Background: an optimization exercise with open tools, aiming at small area and a short achievable clock period. Do not read the settings as production practice. Where RTL was checked, it was by simulation tests only, not by an equivalence proof against the original. Power is estimated from default activity; no workload was simulated.

==> flow/design.v (excerpt) <==
module PipelinedFAdd (
  input  wire        clk,
  input  wire        rst,
  input  wire [31:0] A,
  input  wire [31:0] B,
  input  wire        operation,
  input  wire        in_valid,
  output wire [31:0] result,
  output wire        out_valid
);
Size: roughly 100 I/O pins, roughly 11000 µm² of cells after synthesis.
==> module PipelinedFAdd, before the edit <==
module PipelinedFAdd (
  input  wire        clk,
  input  wire        rst,
  input  wire [31:0] A,
  input  wire [31:0] B,
  input  wire        operation,
  input  wire        in_valid,
  output wire [31:0] result,
  output wire        out_valid
);
  wire e_gt, e_eq;
  CmpTree #(8) u_ce (.a(A[30:23]), .b(B[30:23]), .gt(e_gt), .eq(e_eq));
  wire [4:0] dab, dba;
  wire       d_ge, d_eq;
  ExpDiff #(5) u_ed (.ea(A[27:23]), .eb(B[27:23]), .dab(dab), .dba(dba), .ge(d_ge), .eq(d_eq));
  reg  [31:0] r1_a, r1_b;
  reg  [4:0]  r1_dab, r1_dba;
  reg         r1_op, r1_swap, r1_eeq;
  always @(posedge clk) begin
    r1_a    <= A;
    r1_b    <= B;
    r1_op   <= operation;
    r1_swap <= e_gt | (e_eq & ~(|A[22:0]) & (|B[22:0]));
    r1_eeq  <= e_eq;
    r1_dab  <= dab;
    r1_dba  <= dba;
  end
  wire        sa = r1_a[31];
  wire        sb = r1_b[31] ^ r1_op;
  wire [7:0]  ea = r1_a[30:23];
  wire [7:0]  eb = r1_b[30:23];
  wire [22:0] fa = r1_a[22:0];
  wire [22:0] fb = r1_b[22:0];
  wire ea_nz  = |ea;
  wire eb_nz  = |eb;
  wire fa_nz  = |fa;
  wire fb_nz  = |fb;
  wire a_inf  = (&ea) & ~fa_nz;
  wire b_inf  = (&eb) & ~fb_nz;
  wire a_zero = ~ea_nz & ~fa_nz;
  wire b_zero = ~eb_nz & ~fb_nz;
  wire special = (&ea) | (&eb) | a_zero | b_zero;
  wire sub    = sa ^ sb;
  wire qnan   = a_inf & b_inf & r1_op & sub;
  wire zflip  = a_zero & b_zero & r1_op;
  wire [7:0]  e_big   = r1_swap ? eb : ea;
  wire [7:0]  e_small = r1_swap ? ea : eb;
  wire [4:0]  d       = r1_swap ? r1_dba : r1_dab;
  wire [7:0]  e_diff  = e_big - e_small;
  wire        kill    = special | (e_diff > 8'd23);
  wire [22:0] f_big   = r1_swap ? fb : fa;
  wire [22:0] f_small = r1_swap ? fa : fb;
  wire        h_big   = (r1_swap ? eb_nz : ea_nz) | special;
  wire        h_small = r1_swap ? ea_nz : eb_nz;
  wire [23:0] ms_sh   = {h_small, f_small} >> d;
  wire f_gt, f_eq;
  CmpTree #(23) u_cf (.a(fa), .b(fb), .gt(f_gt), .eq(f_eq));
  wire rev    = r1_eeq & ~special & sub & (r1_swap ? (~f_gt & ~f_eq) : f_gt);
  wire cancel = r1_eeq & ~special & sub & f_eq;
  reg  [7:0]  r2_q;
  reg  [23:0] r2_xb, r2_ys;
  reg         r2_s, r2_sub, r2_qnan;
  always @(posedge clk) begin
    r2_q    <= cancel ? (~e_big - 8'd25) : (~e_big - 8'd1);
    r2_xb   <= {h_big, f_big} ^ {24{sub & ~rev}};
    r2_ys   <= rev ? ~{h_small, f_small} : (kill ? 24'd0 : ms_sh);
    r2_sub  <= sub;
    r2_qnan <= qnan;
    r2_s    <= ~qnan & (((r1_swap ^ rev) ? sb : sa) ^ zflip);
  end
  wire [23:0] ad_s;
  wire        ad_co;
  BkAdd #(24) u_add (.x(r2_xb), .y(r2_ys), .s(ad_s), .co(ad_co));
  reg  [7:0]  r3_q;
  reg  [24:0] r3_sum;
  reg         r3_s, r3_qnan;
  always @(posedge clk) begin
    r3_q    <= r2_q;
    r3_sum  <= {ad_co & ~r2_sub, ad_s ^ {24{r2_sub}}};
    r3_s    <= r2_s;
    r3_qnan <= r2_qnan;
  end
  wire [4:0] lz;
  wire       lz_zero;
  Lzc32 u_lzc (.x({r3_sum, 7'h7F}), .cnt(lz), .zero(lz_zero));
  wire [24:0] sh4 = lz[4] ? {r3_sum[8:0], 16'd0} : r3_sum;
  wire [24:0] sh3 = lz[3] ? {sh4[16:0], 8'd0} : sh4;
  wire [24:0] sh2 = lz[2] ? {sh3[20:0], 4'd0} : sh3;
  wire [24:0] sh1 = lz[1] ? {sh2[22:0], 2'd0} : sh2;
  wire [24:0] sh0 = lz[0] ? {sh1[23:0], 1'd0} : sh1;
  wire [7:0] ne_out;
  wire       ne_co;
  KsAdd #(8) u_exp (.x(r3_q), .y({3'd0, lz}), .s(ne_out), .co(ne_co));
  reg [31:0] r4_res;
  always @(posedge clk)
    r4_res <= {r3_s, ~ne_out, sh0[23] | r3_qnan, sh0[22:1]};
  assign result = r4_res;
  reg [3:0] vld;
  always @(posedge clk or posedge rst)
    if (rst) vld <= 4'b0000;
    else     vld <= {vld[2:0], in_valid};
  assign out_valid = vld[3];
endmodule
clock: 8.0 ns
lec_check: 0
abc_area: 1
cap_margin: 20
core_margin: 2
core_utilization: 40
cts_buf_list: sky130_fd_sc_hd__clkbuf_8
cts_cluster_diameter: 60
cts_cluster_size: 25
setup_slack_margin: 5
slew_margin: 20
standard.sh (not shown) runs the stock make flow with config.mk's settings and CLKGATE_MAP_FILE= SYNTH_SCRIPT=/design/flow/synth_recipe.tcl, a recipe that flattens the netlist after the stock synthesis.
==> flow/flow/run.sh <==
#!/bin/bash
# Standard layout, with the adder cells left to ABC (no full/half adder
# extraction before it), port buffers of a plain buffer cell, a shallower
# clock tree, and timing repair aiming at a tighter setup margin.
# make's output goes to standard.log, each ORFS step logs to orfs/logs/.
bash standard.sh ADDER_MAP_FILE= SETUP_SLACK_MARGIN=5.5 TNS_END_PERCENT=10 \
  "BUFFER_PORTS_ARGS=-buffer_cell sky130_fd_sc_hd__buf_2" \
  "CTS_ARGS=-sink_clustering_enable -repair_clock_nets -sink_clustering_size 16 -sink_clustering_max_diameter 120 -buf_list sky130_fd_sc_hd__clkbuf_16 -root_buf sky130_fd_sc_hd__clkbuf_16 -sink_clustering_levels 1 -num_static_layers 0" \
  finish > standard.log 2>&1
Next try:
--- a/flow/design.v
+++ b/flow/design.v
@@ -243,17 +243,20 @@
   wire [4:0] dab, dba;
   wire       d_ge, d_eq;
   ExpDiff #(5) u_ed (.ea(A[27:23]), .eb(B[27:23]), .dab(dab), .dba(dba), .ge(d_ge), .eq(d_eq));
   reg  [31:0] r1_a, r1_b;
   reg  [4:0]  r1_dab, r1_dba;
-  reg         r1_op, r1_swap, r1_eeq;
+  reg         r1_op, r1_swap, r1_fgt, r1_feq;
+  wire f_gt, f_eq;
+  CmpTree #(23) u_cf (.a(A[22:0]), .b(B[22:0]), .gt(f_gt), .eq(f_eq));
   always @(posedge clk) begin
     r1_a    <= A;
     r1_b    <= B;
     r1_op   <= operation;
+    r1_fgt  <= f_gt;
+    r1_feq  <= f_eq;
     r1_swap <= e_gt | (e_eq & ~(|A[22:0]) & (|B[22:0]));
-    r1_eeq  <= e_eq;
     r1_dab  <= dab;
     r1_dba  <= dba;
   end
   wire        sa = r1_a[31];
   wire        sb = r1_b[31] ^ r1_op;
@@ -269,10 +272,11 @@
   wire b_inf  = (&eb) & ~fb_nz;
   wire a_zero = ~ea_nz & ~fa_nz;
   wire b_zero = ~eb_nz & ~fb_nz;
   wire special = (&ea) | (&eb) | a_zero | b_zero;
   wire sub    = sa ^ sb;
+  wire r1_eeq = (ea == eb);
   wire qnan   = a_inf & b_inf & r1_op & sub;
   wire zflip  = a_zero & b_zero & r1_op;
   wire [7:0]  e_big   = r1_swap ? eb : ea;
   wire [7:0]  e_small = r1_swap ? ea : eb;
   wire [4:0]  d       = r1_swap ? r1_dba : r1_dab;
@@ -281,14 +285,12 @@
   wire [22:0] f_big   = r1_swap ? fb : fa;
   wire [22:0] f_small = r1_swap ? fa : fb;
   wire        h_big   = (r1_swap ? eb_nz : ea_nz) | special;
   wire        h_small = r1_swap ? ea_nz : eb_nz;
   wire [23:0] ms_sh   = {h_small, f_small} >> d;
-  wire f_gt, f_eq;
-  CmpTree #(23) u_cf (.a(fa), .b(fb), .gt(f_gt), .eq(f_eq));
-  wire rev    = r1_eeq & ~special & sub & (r1_swap ? (~f_gt & ~f_eq) : f_gt);
-  wire cancel = r1_eeq & ~special & sub & f_eq;
+  wire rev    = r1_eeq & ~special & sub & (r1_swap ? (~r1_fgt & ~r1_feq) : r1_fgt);
+  wire cancel = r1_eeq & ~special & sub & r1_feq;
   reg  [7:0]  r2_q;
   reg  [23:0] r2_xb, r2_ys;
   reg         r2_s, r2_sub, r2_qnan;
   always @(posedge clk) begin
     r2_q    <= cancel ? (~e_big - 8'd25) : (~e_big - 8'd1);
@@ -301,16 +303,15 @@
   wire [23:0] ad_s;
   wire        ad_co;
   BkAdd #(24) u_add (.x(r2_xb), .y(r2_ys), .s(ad_s), .co(ad_co));
   reg  [7:0]  r3_q;
   reg  [24:0] r3_sum;
-  reg         r3_s, r3_qnan;
+  reg         r3_s;
   always @(posedge clk) begin
     r3_q    <= r2_q;
-    r3_sum  <= {ad_co & ~r2_sub, ad_s ^ {24{r2_sub}}};
+    r3_sum  <= {ad_co & ~r2_sub, ad_s ^ {24{r2_sub}}} | {2'b00, r2_qnan, 22'd0};
     r3_s    <= r2_s;
-    r3_qnan <= r2_qnan;
   end
   wire [4:0] lz;
   wire       lz_zero;
   Lzc32 u_lzc (.x({r3_sum, 7'h7F}), .cnt(lz), .zero(lz_zero));
   wire [24:0] sh4 = lz[4] ? {r3_sum[8:0], 16'd0} : r3_sum;
@@ -321,11 +322,11 @@
   wire [7:0] ne_out;
   wire       ne_co;
   KsAdd #(8) u_exp (.x(r3_q), .y({3'd0, lz}), .s(ne_out), .co(ne_co));
   reg [31:0] r4_res;
   always @(posedge clk)
-    r4_res <= {r3_s, ~ne_out, sh0[23] | r3_qnan, sh0[22:1]};
+    r4_res <= {r3_s, ~ne_out, sh0[23], sh0[22:1]};
   assign result = r4_res;
   reg [3:0] vld;
   always @(posedge clk or posedge rst)
     if (rst) vld <= 4'b0000;
     else     vld <= {vld[2:0], in_valid};
After rerunning: The new run completed with no timing, DRC or antenna violations; final cell count rises by 2.0%; core utilization drops by 1.5 points; hold slack barely changes; total power decreases by 0.55%; critical path depth is unchanged; cell area falls by 1.1%; die area increases by about 1.1%; synthesized cell count grows by 0.61%; routed wire length goes down by 5.8%.
No functional check of the RTL was part of the second run of this note.

==> separate check: timing with driven ports <==
Ports are ideal in the flow. The routed layouts listed here were re-timed in OpenROAD.
Step 1: set_driving_cell puts a clkbuf_16 on clk and a buf_2 on each other input, an assumption about the parent block.
Step 2, shift: input delay + t, output delay - t, t = (earliest + latest rising clock arrival at the registers) / 2. This alone moves slack from input paths to output paths.
Three values: ideal ports, drivers, drivers and shift; two values: the first two.
| run | t, ns | setup WS [ns] | worst setup path at the end |
|---|---|---|---|
| the first run | 0.536 | 5.436 / 5.392 / 4.984 | input to register |
| the second run | 0.532 | 5.431 / 5.383 / 5.002 | input to register |
After both steps every run listed still meets setup and hold. For the first run, which loses most, drivers alone change the setup slack by -0.044 ns; drivers and shift together by -0.452 ns.
